What follows belongs to an exercise in optimizing a design on an open flow for small area and a short achievable clock period; a production flow would make more cautious choices. At most, simulation tests tie the RTL to the original design; equivalence was not proved. The RTL of run 2 was laid out without a check of its function. Power is estimated from default activity; no workload was simulated.

==> flow/design.v, too long to show whole: its modules and the start of the top module <==
// module FP16_mcl: 1177 lines
module FP16_mcl(
    input [15:0] data1,
    input [15:0] data2,
    input rst,
    input input_valid,
    input clk,
    output reg [15:0] datanew,
    output reg output_update
    );
  // ...
==> flow/flow/run.sh <==
#!/bin/bash
# The standard layout, with the port buffers made from the smallest buffer
# cell and a clock tree built without dummy loads.
bash standard.sh 'BUFFER_PORTS_ARGS=-buffer_cell sky130_fd_sc_hd__buf_1' \
  'CTS_ARGS=-sink_clustering_enable -repair_clock_nets -buf_list {sky130_fd_sc_hd__clkbuf_4 sky130_fd_sc_hd__clkbuf_8} -dont_use_dummy_load' \
  finish > standard.log 2>&1
==> flow/standard.sh <==
#!/bin/bash
# synth_recipe.tcl (not shown) runs the flow's synth.tcl, then flattens the netlist and writes it again
# the make line also repeats each setting of config.mk as NAME=value (left out here)
make -C /OpenROAD-flow-scripts/flow DESIGN_CONFIG=/design/flow/config.mk WORK_HOME=/design/flow/orfs CLKGATE_MAP_FILE= SYNTH_SCRIPT=/design/flow/synth_recipe.tcl "${@:-finish}"
==> flow/config.mk <==
export PLATFORM = sky130hd
export DESIGN_NAME = FP16_mcl
export DESIGN_NICKNAME = FP16_mcl
export VERILOG_FILES = /design/flow/design.v
export SDC_FILE = /design/flow/constraint.sdc
export NUM_CORES = 4
export LEC_CHECK = 0
export ABC_AREA = 1
export CAP_MARGIN = 20
export CORE_MARGIN = 2
export CORE_UTILIZATION = 60
export CTS_BUF_LIST = sky130_fd_sc_hd__clkbuf_4 sky130_fd_sc_hd__clkbuf_8
export SETUP_SLACK_MARGIN = 3.5
export SLEW_MARGIN = 20
==> flow/constraint.sdc <==
create_clock -name core_clock -period 5.5 [get_ports {clk}]
set_input_delay 1.1000 -clock core_clock [delete_from_list [all_inputs] [get_ports {clk}]]
set_output_delay 1.1000 -clock core_clock [all_outputs]
set_load 0.01 [all_outputs]
==> flow_summary.yaml, run 1 <==
floorplanning:
  design.core.area_sq_um: 13200
  ios: 52
cells_and_area:
  fin_util_pct: 66.6
  layout_commonest_cell: "dfxtp_1"
  final_area_sq_um: 8830
  largest-register: "datanew"
  regArea_sq_um: 3480
global_route:
  grt_pass1_wl_mm: 25.9
  grt_antenna_before_repair: 0
  use_met2_pct: 35.8
  met1_usage_pct: 30.6
drt:
  dr_wl_met3_um: 741
  ant_nets: 0
setup_path:
  r2r_cells: 4
  cp.depth: 1
  cp_top_family: "flip-flops"
  path_cells: "clkbuf_2"
hold_path:
  hold_path_depth: 0
place:
  pre_cts_slack_ns: 3.27
sta:
  finalMaxSlewViolations: 0
  finClkSkew_ns: 0.0308
  fin_ws_ns: 3.47
cts:
  clkTransAtPathRegs_ns: 0.08
  cts_hold_repair.buffers: 0
  cts_resized: 25
flow_run:
  drv_cap: 0
pwr:
  p_comb_mw: 1.93
status:
  outcome: "no timing/DRC/antenna violations"
synthesis:
  yosysUniqueCellTypes: 43
==> run 2: changes to the inputs <==
--- a/flow/design.v
+++ b/flow/design.v
@@ -13,72 +13,62 @@
     wire G12;
     wire G13;
     wire G14;
     wire G15;
     wire G16;
     wire G17;
     wire G18;
     wire G19;
+    wire G2;
     wire G20;
     wire G21;
     wire G22;
     wire G23;
     wire G24;
     wire G25;
     wire G26;
     wire G27;
     wire G28;
     wire G29;
-    wire G3;
     wire G30;
     wire G31;
     wire G32;
     wire G33;
     wire G34;
     wire G35;
     wire G36;
     wire G37;
     wire G38;
     wire G39;
     wire G4;
     wire G40;
     wire G41;
-    wire G42;
-    wire G43;
     wire G5;
     wire G6;
     wire G7;
     wire G8;
     wire G9;
     wire P1;
-    wire P10;
-    wire P11;
     wire P12;
+    wire P13;
     wire P14;
     wire P15;
     wire P16;
     wire P17;
     wire P18;
     wire P19;
-    wire P2;
     wire P20;
     wire P21;
     wire P22;
     wire P23;
     wire P24;
-    wire P25;
-    wire P26;
     wire P3;
     wire P4;
-    wire P5;
-    wire P6;
     wire P7;
-    wire P8;
-    wire P9;
     wire all_k0;
     wire all_k1;
     wire any_k0;
     wire any_k1;
     wire bm5_0;
     wire bm5_1;
     wire bm5_10;
     wire bm5_11;
@@ -251,16 +241,17 @@
     wire fs_3_17_42;
     wire fs_3_18_43;
     wire fs_3_19_44;
     wire fs_3_6_31;
     wire fs_3_7_32;
     wire fs_3_8_33;
     wire fs_3_9_34;
     wire g0;
+    wire g0_0;
     wire g10;
     wire g11;
     wire g12;
     wire g13;
     wire g14;
     wire g15;
     wire g16;
     wire g17;
@@ -341,16 +332,17 @@
     wire nneg3;
     wire nneg4;
     wire one0;
     wire one1;
     wire one2;
     wire one3;
     wire one4;
     wire p0;
+    wire p0_0;
     wire p10;
     wire p11;
     wire p12;
     wire p13;
     wire p14;
     wire p15;
     wire p16;
     wire p17;
@@ -522,21 +514,21 @@
     reg bm5_7_r2;
     reg fc_1_17_18_r2;
     reg hc_1_18_3_r2;
     reg fs_1_20_19_r2;
     reg n_bm5_11_c21_r2;
     reg fc_1_20_19_r2;
     reg bp0_0_r2;
     reg neg0_r2;
-    reg bp0_1_r2;
     reg fs_1_2_0_r2;
+    reg G1_r2;
     reg g8_r3;
     reg p8_r3;
-    reg G12_r3;
+    reg G10_r3;
     reg ug13_r3;
     reg up13_r3;
     reg ug12_r3;
     reg up12_r3;
     reg ug15_r3;
     reg up15_r3;
     reg ug14_r3;
     reg up14_r3;
@@ -829,40 +821,32 @@
     assign g18 = fs_3_18_43 & fc_3_17_42;
     assign p18 = fs_3_18_43 ^ fc_3_17_42;
     assign g19 = fs_3_19_44 & fc_3_18_43;
     assign p19 = fs_3_19_44 ^ fc_3_18_43;
     assign g20 = hs_3_20_9 & fc_3_19_44;
     assign p20 = hs_3_20_9 ^ fc_3_19_44;
     assign g21 = hs_3_21_10 & hc_3_20_9;
     assign p21 = hs_3_21_10 ^ hc_3_20_9;
-    assign G1 = bp0_1_r2 & g0;
-    assign P1 = bp0_1_r2 & p0;
-    assign P2 = fs_2_3_20 & fs_1_2_0_r2;
-    assign G3 = g5 | (p5 & g4);
-    assign P3 = p5 & p4;
-    assign G4 = g7 | (p7 & g6);
-    assign P4 = p7 & p6;
-    assign G5 = fs_1_2_0_r2 & G1;
-    assign P5 = fs_1_2_0_r2 & P1;
-    assign G6 = P2 & G1;
-    assign P6 = P2 & P1;
-    assign G7 = g6 | (p6 & G3);
-    assign P7 = p6 & P3;
-    assign G8 = G4 | (P4 & G3);
-    assign P8 = P4 & P3;
-    assign G9 = g4 | (p4 & G6);
-    assign P9 = p4 & P6;
-    assign G10 = G3 | (P3 & G6);
-    assign P10 = P3 & P6;
-    assign G11 = G7 | (P7 & G6);
-    assign P11 = P7 & P6;
-    assign G12 = G8 | (P8 & G6);
-    assign P12 = P8 & P6;
-    assign G13 = g8_r3 | (p8_r3 & G12_r3);
+    assign g0_0 = bp0_0 & neg0_r1;
+    assign p0_0 = bp0_0 ^ neg0_r1;
+    assign G1 = bp0_1 & g0_0;
+    assign P1 = bp0_1 & p0_0;
+    assign G2 = fs_1_2_0_r2 & G1_r2;
+    assign P3 = p4 & fs_2_3_20;
+    assign G4 = g6 | (p6 & g5);
+    assign P4 = p6 & p5;
+    assign G5 = fs_2_3_20 & G2;
+    assign G6 = g4 | (P3 & G2);
+    assign G7 = g7 | (p7 & G4);
+    assign P7 = p7 & P4;
+    assign G8 = g5 | (p5 & G6);
+    assign G9 = G4 | (P4 & G6);
+    assign G10 = G7 | (P7 & G6);
+    assign G11 = g8_r3 | (p8_r3 & G10_r3);
     assign hrs11 = fs_3_11_36 ^ fc_3_10_35;
     assign hrc12 = fs_3_11_36 & fc_3_10_35;
     assign hrs12 = fs_3_12_37 ^ fc_3_11_36;
     assign hrc13 = fs_3_12_37 & fc_3_11_36;
     assign hrs13 = fs_3_13_38 ^ fc_3_12_37;
     assign hrc14 = fs_3_13_38 & fc_3_12_37;
     assign hrs14 = fs_3_14_39 ^ fc_3_13_38;
     assign hrc15 = fs_3_14_39 & fc_3_13_38;
@@ -894,42 +878,42 @@
     assign ug18 = hrs18 & hrc18;
     assign up18 = hrs18 ^ hrc18;
     assign ug19 = hrs19 & hrc19;
     assign up19 = hrs19 ^ hrc19;
     assign ug20 = hrs20 & hrc20;
     assign up20 = hrs20 ^ hrc20;
     assign ug21 = hrs21 & hrc21;
     assign up21 = hrs21 ^ hrc21;
-    assign G14 = ug13_r3 | (up13_r3 & ug12_r3);
-    assign P14 = up13_r3 & up12_r3;
-    assign G15 = ug15_r3 | (up15_r3 & ug14_r3);
-    assign P15 = up15_r3 & up14_r3;
-    assign G16 = ug17_r3 | (up17_r3 & ug16_r3);
-    assign P16 = up17_r3 & up16_r3;
-    assign G17 = ug19_r3 | (up19_r3 & ug18_r3);
-    assign P17 = up19_r3 & up18_r3;
-    assign G18 = ug14_r3 | (up14_r3 & G14);
-    assign P18 = up14_r3 & P14;
+    assign G12 = ug13_r3 | (up13_r3 & ug12_r3);
+    assign P12 = up13_r3 & up12_r3;
+    assign G13 = ug15_r3 | (up15_r3 & ug14_r3);
+    assign P13 = up15_r3 & up14_r3;
+    assign G14 = ug17_r3 | (up17_r3 & ug16_r3);
+    assign P14 = up17_r3 & up16_r3;
+    assign G15 = ug19_r3 | (up19_r3 & ug18_r3);
+    assign P15 = up19_r3 & up18_r3;
+    assign G16 = ug14_r3 | (up14_r3 & G12);
+    assign P16 = up14_r3 & P12;
+    assign G17 = G13 | (P13 & G12);
+    assign P17 = P13 & P12;
+    assign G18 = ug18_r3 | (up18_r3 & G14);
+    assign P18 = up18_r3 & P14;
     assign G19 = G15 | (P15 & G14);
     assign P19 = P15 & P14;
-    assign G20 = ug18_r3 | (up18_r3 & G16);
-    assign P20 = up18_r3 & P16;
-    assign G21 = G17 | (P17 & G16);
-    assign P21 = P17 & P16;
-    assign G22 = ug16_r3 | (up16_r3 & G19);
-    assign P22 = up16_r3 & P19;
-    assign G23 = G16 | (P16 & G19);
-    assign P23 = P16 & P19;
-    assign G24 = G20 | (P20 & G19);
-    assign P24 = P20 & P19;
-    assign G25 = G21 | (P21 & G19);
-    assign P25 = P21 & P19;
-    assign G26 = ug20_r3 | (up20_r3 & G25);
-    assign P26 = up20_r3 & P25;
+    assign G20 = ug16_r3 | (up16_r3 & G17);
+    assign P20 = up16_r3 & P17;
+    assign G21 = G14 | (P14 & G17);
+    assign P21 = P14 & P17;
+    assign G22 = G18 | (P18 & G17);
+    assign P22 = P18 & P17;
+    assign G23 = G19 | (P19 & G17);
+    assign P23 = P19 & P17;
+    assign G24 = ug20_r3 | (up20_r3 & G23);
+    assign P24 = up20_r3 & P23;
     assign l9_k0 = p9_r3;
     assign all_k0 = fs_3_10_35_r3 & fc_3_9_34_r3 & g9_r3;
     assign any_k0 = fs_3_10_35_r3 | fc_3_9_34_r3 | g9_r3;
     assign ex2_k0 = (fs_3_10_35_r3 & fc_3_9_34_r3 & ~g9_r3) | (fs_3_10_35_r3 & ~fc_3_9_34_r3 & g9_r3) | (~fs_3_10_35_r3 & fc_3_9_34_r3 & g9_r3);
     assign ex1_k0 = (fs_3_10_35_r3 & ~fc_3_9_34_r3 & ~g9_r3) | (~fs_3_10_35_r3 & fc_3_9_34_r3 & ~g9_r3) | (~fs_3_10_35_r3 & ~fc_3_9_34_r3 & g9_r3);
     assign l10_k0 = ex1_k0 | all_k0;
     assign c12_1_k0 = all_k0 | (hrs11_r3 & any_k0);
     assign q11_1_k0 = hrs11_r3 ^ (any_k0 & ~all_k0);
@@ -945,59 +929,59 @@
     assign ex1_k1 = (fs_3_10_35_r3 & ~fc_3_9_34_r3 & ~c10_k1) | (~fs_3_10_35_r3 & fc_3_9_34_r3 & ~c10_k1) | (~fs_3_10_35_r3 & ~fc_3_9_34_r3 & c10_k1);
     assign l10_k1 = ex1_k1 | all_k1;
     assign c12_1_k1 = all_k1 | (hrs11_r3 & any_k1);
     assign q11_1_k1 = hrs11_r3 ^ (any_k1 & ~all_k1);
     assign k1_k1 = ex2_k1 | (all_k1 & ~l9_k1) | (ex1_k1 & l9_k1);
     assign c12_0_k1 = (all_k1 & l9_k1) | (k1_k1 & hrs11_r3);
     assign q11_0_k1 = hrs11_r3 ^ k1_k1;
     assign q10_k1 = l10_k1 ^ l9_k1;
-    assign pl9 = G13 ? l9_k1 : l9_k0;
-    assign pl10 = G13 ? l10_k1 : l10_k0;
-    assign q0_10 = G13 ? q10_k1 : q10_k0;
-    assign q0_c12 = G13 ? c12_0_k1 : c12_0_k0;
-    assign q0_11 = G13 ? q11_0_k1 : q11_0_k0;
+    assign pl9 = G11 ? l9_k1 : l9_k0;
+    assign pl10 = G11 ? l10_k1 : l10_k0;
+    assign q0_10 = G11 ? q10_k1 : q10_k0;
+    assign q0_c12 = G11 ? c12_0_k1 : c12_0_k0;
+    assign q0_11 = G11 ? q11_0_k1 : q11_0_k0;
     assign q0_12 = up12_r3 ^ q0_c12;
-    assign G27 = ug12_r3 | (up12_r3 & q0_c12);
-    assign q0_13 = up13_r3 ^ G27;
-    assign G28 = G14 | (P14 & q0_c12);
-    assign q0_14 = up14_r3 ^ G28;
-    assign G29 = G18 | (P18 & q0_c12);
-    assign q0_15 = up15_r3 ^ G29;
-    assign G30 = G19 | (P19 & q0_c12);
-    assign q0_16 = up16_r3 ^ G30;
+    assign G25 = ug12_r3 | (up12_r3 & q0_c12);
+    assign q0_13 = up13_r3 ^ G25;
+    assign G26 = G12 | (P12 & q0_c12);
+    assign q0_14 = up14_r3 ^ G26;
+    assign G27 = G16 | (P16 & q0_c12);
+    assign q0_15 = up15_r3 ^ G27;
+    assign G28 = G17 | (P17 & q0_c12);
+    assign q0_16 = up16_r3 ^ G28;
+    assign G29 = G20 | (P20 & q0_c12);
+    assign q0_17 = up17_r3 ^ G29;
+    assign G30 = G21 | (P21 & q0_c12);
+    assign q0_18 = up18_r3 ^ G30;
     assign G31 = G22 | (P22 & q0_c12);
-    assign q0_17 = up17_r3 ^ G31;
+    assign q0_19 = up19_r3 ^ G31;
     assign G32 = G23 | (P23 & q0_c12);
-    assign q0_18 = up18_r3 ^ G32;
+    assign q0_20 = up20_r3 ^ G32;
     assign G33 = G24 | (P24 & q0_c12);
-    assign q0_19 = up19_r3 ^ G33;
-    assign G34 = G25 | (P25 & q0_c12);
-    assign q0_20 = up20_r3 ^ G34;
-    assign G35 = G26 | (P26 & q0_c12);
-    assign q0_21 = up21_r3 ^ G35;
-    assign q1_c12 = G13 ? c12_1_k1 : c12_1_k0;
-    assign q1_11 = G13 ? q11_1_k1 : q11_1_k0;
+    assign q0_21 = up21_r3 ^ G33;
+    assign q1_c12 = G11 ? c12_1_k1 : c12_1_k0;
+    assign q1_11 = G11 ? q11_1_k1 : q11_1_k0;
     assign q1_12 = up12_r3 ^ q1_c12;
-    assign G36 = ug12_r3 | (up12_r3 & q1_c12);
-    assign q1_13 = up13_r3 ^ G36;
-    assign G37 = G14 | (P14 & q1_c12);
-    assign q1_14 = up14_r3 ^ G37;
-    assign G38 = G18 | (P18 & q1_c12);
-    assign q1_15 = up15_r3 ^ G38;
-    assign G39 = G19 | (P19 & q1_c12);
-    assign q1_16 = up16_r3 ^ G39;
+    assign G34 = ug12_r3 | (up12_r3 & q1_c12);
+    assign q1_13 = up13_r3 ^ G34;
+    assign G35 = G12 | (P12 & q1_c12);
+    assign q1_14 = up14_r3 ^ G35;
+    assign G36 = G16 | (P16 & q1_c12);
+    assign q1_15 = up15_r3 ^ G36;
+    assign G37 = G17 | (P17 & q1_c12);
+    assign q1_16 = up16_r3 ^ G37;
+    assign G38 = G20 | (P20 & q1_c12);
+    assign q1_17 = up17_r3 ^ G38;
+    assign G39 = G21 | (P21 & q1_c12);
+    assign q1_18 = up18_r3 ^ G39;
     assign G40 = G22 | (P22 & q1_c12);
-    assign q1_17 = up17_r3 ^ G40;
+    assign q1_19 = up19_r3 ^ G40;
     assign G41 = G23 | (P23 & q1_c12);
-    assign q1_18 = up18_r3 ^ G41;
-    assign G42 = G24 | (P24 & q1_c12);
-    assign q1_19 = up19_r3 ^ G42;
-    assign G43 = G25 | (P25 & q1_c12);
-    assign q1_20 = up20_r3 ^ G43;
+    assign q1_20 = up20_r3 ^ G41;
     wire z9 = z9_0_r3;
     wire k = q0_21;
     wire tie0 = pl9 & z9;
     wire tie1 = pl10 & ~pl9 & z9;
     wire [9:0] frac1 = {q1_20, q1_19, q1_18, q1_17, q1_16, q1_15, q1_14, q1_13, q1_12, q1_11 & ~tie1};
     wire [9:0] frac0 = {q0_19, q0_18, q0_17, q0_16, q0_15, q0_14, q0_13, q0_12, q0_11, q0_10 & ~tie0};
     wire [5:0] esr = {es5_r3, es4_r3, es3_r3, es2_r3, es1_r3, es0_r3};
     wire sat1 = esr >= 6'd45;
@@ -1118,21 +1102,21 @@
         bm5_7_r2 <= bm5_7;
         fc_1_17_18_r2 <= fc_1_17_18;
         hc_1_18_3_r2 <= hc_1_18_3;
         fs_1_20_19_r2 <= fs_1_20_19;
         n_bm5_11_c21_r2 <= n_bm5_11_c21;
         fc_1_20_19_r2 <= fc_1_20_19;
         bp0_0_r2 <= bp0_0;
         neg0_r2 <= neg0_r1;
-        bp0_1_r2 <= bp0_1;
         fs_1_2_0_r2 <= fs_1_2_0;
+        G1_r2 <= G1;
         g8_r3 <= g8;
         p8_r3 <= p8;
-        G12_r3 <= G12;
+        G10_r3 <= G10;
         ug13_r3 <= ug13;
         up13_r3 <= up13;
         ug12_r3 <= ug12;
         up12_r3 <= up12;
         ug15_r3 <= ug15;
         up15_r3 <= up15;
         ug14_r3 <= ug14;
         up14_r3 <= up14;
==> flow/flow/run.sh (replaced) <==
#!/bin/bash
# The standard layout, with the port buffers made from the smallest buffer cell.
bash standard.sh 'BUFFER_PORTS_ARGS=-buffer_cell sky130_fd_sc_hd__buf_1' finish > standard.log 2>&1
--- a/flow/config.mk
+++ b/flow/config.mk
@@ -5,10 +5,10 @@
 export SDC_FILE = /design/flow/constraint.sdc
 export NUM_CORES = 4
 export LEC_CHECK = 0
 export ABC_AREA = 1
 export CAP_MARGIN = 20
 export CORE_MARGIN = 2
 export CORE_UTILIZATION = 60
 export CTS_BUF_LIST = sky130_fd_sc_hd__clkbuf_4 sky130_fd_sc_hd__clkbuf_8
-export SETUP_SLACK_MARGIN = 3.5
+export SETUP_SLACK_MARGIN = 3.4
 export SLEW_MARGIN = 20
==> flow_summary.yaml, run 2 <==
synthesis:
  synthArstFlopShare_pct: 2.35
  yosysUniqueCellTypes: 45
  synth_top_area_share_pct: 41.3
  ys.warnings.count: 1
  yosys-top-cells-count: "dfxtp_1, nand2_1, inv_1, xor2_1, ha_1"
  syn_area_per_cell_sq_um: 9.39
  synthTopCellsByArea: "dfxtp_1, fa_1, ha_1"
  syn_inst: 857
  synth_seq_cells: 170
  synth-main-ff-cell: "dfxtp_1"
  synth_edf_count: 0
  yosysSeqAreaShare_pct: 42.5
  synth_top_cell_by_area: "dfxtp_1"
  synth_fp_nets: 988
  yosysMostFrequentCell: "dfxtp_1"
  synth.cell_area_sq_um: 8050
sta:
  fin_crit_sh_pct: 37.4
  relSlewSlack_pct: 45.1
  finalMaxSlewViolations: 0
  finalSetupTns_ns: 0
  period_needed_ns: 2.05
  grt_setup_unrepaired: "true"
  tightest_slew_ns: 0.823
  finClkSkew_ns: 0.0199
  setup_viol: 0
  max_freq_ghz: 0.487
  finalHoldViolCount: 0
cells_and_area:
  layout_commonest_cell: "dfxtp_1"
  antenna_cells: 0
  fin_nets: 1042
  drive_above_1_share_pct: 9.74
  reg.largest.list: "datanew (16), vld (3)"
  mostFrequentLayoutCells: "dfxtp_1, nand2_1, inv_1"
  syn_to_final_growth_pct: 9.91
  largest_reg_flops: 16
  fillers: 1080
  fin_util_pct: 67.1
  largest-register: "datanew"
cts:
  cts-root-buf: "clkbuf_8"
  htree_levels: 4
  clkTransAtPathRegs_ns: 0.10
  clock_path_buffers: 2
  cts_buffers: 17
  tritoncts: "built"
  clock-sinks: 170
  insertion_delay_ns: 0.46
setup_path:
  path_class: "reg -> out"
  slowest_delay_ns: 0.38
  path_cells: "clkbuf_2"
  path_max_fanout: 1
  critPathSlowestCell: "dfrtp_1"
  arrival_ns: 0.95
  crit_required_ns: 4.40
  cp.depth: 1
  cp_top_family: "flip-flops"
  r2r_cells: 4
  worst-path-buf-inv: 1
  crit_path_start_kind: "register"
  cp-end-kind: "primary output"
drt:
  drcViolationCount: 0
  num_vias: 5698
  drtPass1Iterations: 5
  drtIter0Drc: 364
  ant_nets: 0
  routed_via_density: 5.18
  drt-total-wl_mm: 16.0
  wl_per_cell_um: 14.6
pwr:
  p_leak_nw: 4.20
  p_per_area_nw_per_um2: 518
  p_total_mw: 4.58
  vdd_ir_drop_max_uv: 216
floorplanning:
  ios: 52
  design.core.area_sq_um: 13200
  start_util_pct: 61.0
  die_w_um: 120
  placementRows: 42
  die-area_sq_um: 14400
  die_y_um: 120
global_route:
  grt_max_degree: 22
  grt_antenna_before_repair: 0
  grt_use_total_pct: 24.0
  grt_pass1_vias: 5851
  grt_pass1_wl_mm: 27.2
  overflow: 0
hold_path:
  hp-class: "reg -> reg"
  hold_path_depth: 0
flow_run:
  drv_cap: 0
place:
  port-buffer-count: 51
  place_congestion: 0.880
  dp_hpwl_mm: 12.4
status:
  outcome: "no timing/DRC/antenna violations"
[run 2: cell types whose count changed after synthesis, moves of 4 or more]
cell and delta:
xor2_1 -5, nor2_1 +9, inv_2 +4, o21ai_0 -5, nand2_1 -13, inv_1 -11
[run 2: layout make-up]
type	instances	area (sq um)	share of cell area [%]
Sequential cell	170	3440	38.8
Timing Repair Buffer	51	196	2.22
Clock inverter	14	151	1.71
Multi-Input combinational cell	547	4140	46.8
Tap cell	176	220	2.49
Clock buffer	18	241	2.73
Inverter	124	465	5.26
[run 2: per-stage QoR]
stage          cells  setup WS, ns  hold slack [ns]  cell area, sq um
3_3_place_gp    1068          3.42            0.312              8390
5_1_grt         1100          3.39            0.340              8850
2_1_floorplan    857          3.50            0.310              8050
3_5_place_dp    1068          3.30            0.312              8390
6_report        1100          3.45            0.337              8850
4_1_cts         1100          3.40            0.334              8780
[run 2: layer usage]
layer | GRT usage [%] | wire length [um] | vias to the layer above
li1 | - | - | 2872
met5 | 0 | 0 | -
met4 | 9.12 | 390 | 0
met3 | 5.94 | 694 | 31
met2 | 41.7 | 7930 | 152
met1 | 28.8 | 7000 | 2643
[run 2: cells by family after synthesis]
| group | Yosys count | share of synthesized area, % |
|---|---|---|
| xor gates and xnor gates | 70 | 7.61 |
| and+or+nand+nor | 253 | 14.6 |
| AOI/OAI and AO/OA | 128 | 9.46 |
| buffers and inverters | 140 | 6.71 |
| adders and majority gates | 96 | 19.1 |
| DFF | 170 | 42.5 |
[run 2: what timing repair did]
action,in CTS,in global routing
pin swaps,0,8
buffers inserted,0,0
endpoints found under the hold margin,0,0
hold buffers,0,0
gates resized for setup,1,25
setup endpoints to repair,1,19
[run 2: path summary, 6_finish.rpt]
kind                                            to                    start  slack [ns]
setup / recovery                     output_update  output_update$_DFF_PP0_        3.45
hold / removal                      sg0_r2$_DFF_P_           sg0_r1$_DFF_P_        0.34
setup reg to reg                   up15_r3$_DFF_P_    fs_1_15_16_r2$_DFF_P_        3.46
hold reg to reg                     sg0_r2$_DFF_P_           sg0_r1$_DFF_P_        0.34
max in group asynchronous         vld[0]$_DFF_PP0_                      rst        4.86
min in group asynchronous  output_update$_DFF_PP0_                      rst        0.49
[run 2: power breakdown]
| group | internal [mW] | switching, mW | total [mW] |
|---|---|---|---|
| Sequential | 1.58 | 0.206 | 1.79 |
| Combinational | 0.777 | 1.18 | 1.95 |
| Clock | 0.345 | 0.501 | 0.846 |
[run 2: worst register-to-register path, stage by stage, from the launching register on]
cell and delay [ns]:
dfxtp_1 0.33, fa_1 0.56, fa_1 0.43, ha_1 0.31, ha_1 0.29

==> re-timing with driven ports <==
In the flow no input, the clock included, has a driving cell. The finished layouts below were timed again as built, in two steps. Step 1: set_driving_cell puts a clkbuf_16 on clk and a buf_2 on each other input, an assumption about the parent block. Step 2 times the ports against the registers' clock, not the clock port: input delays grow and output delays shrink by t, the midpoint of the rising clock arrivals with the driver on. Three values: ideal ports, drivers, drivers and shift; two values: the first two.
| run | shift t [ns] | slack for setup (ns) | worst setup path at the end |
|---|---|---|---|
| run 1 | 0.477 | 3.473 / 3.436 / 3.245 | input to register |
| run 2 | 0.490 | 3.446 / 3.407 / 3.291 | input to register |
After both steps setup and hold are still met in every run listed. The setup slack of run 1, which loses most, moves by -0.037 ns with the drivers and by -0.228 ns with both steps.
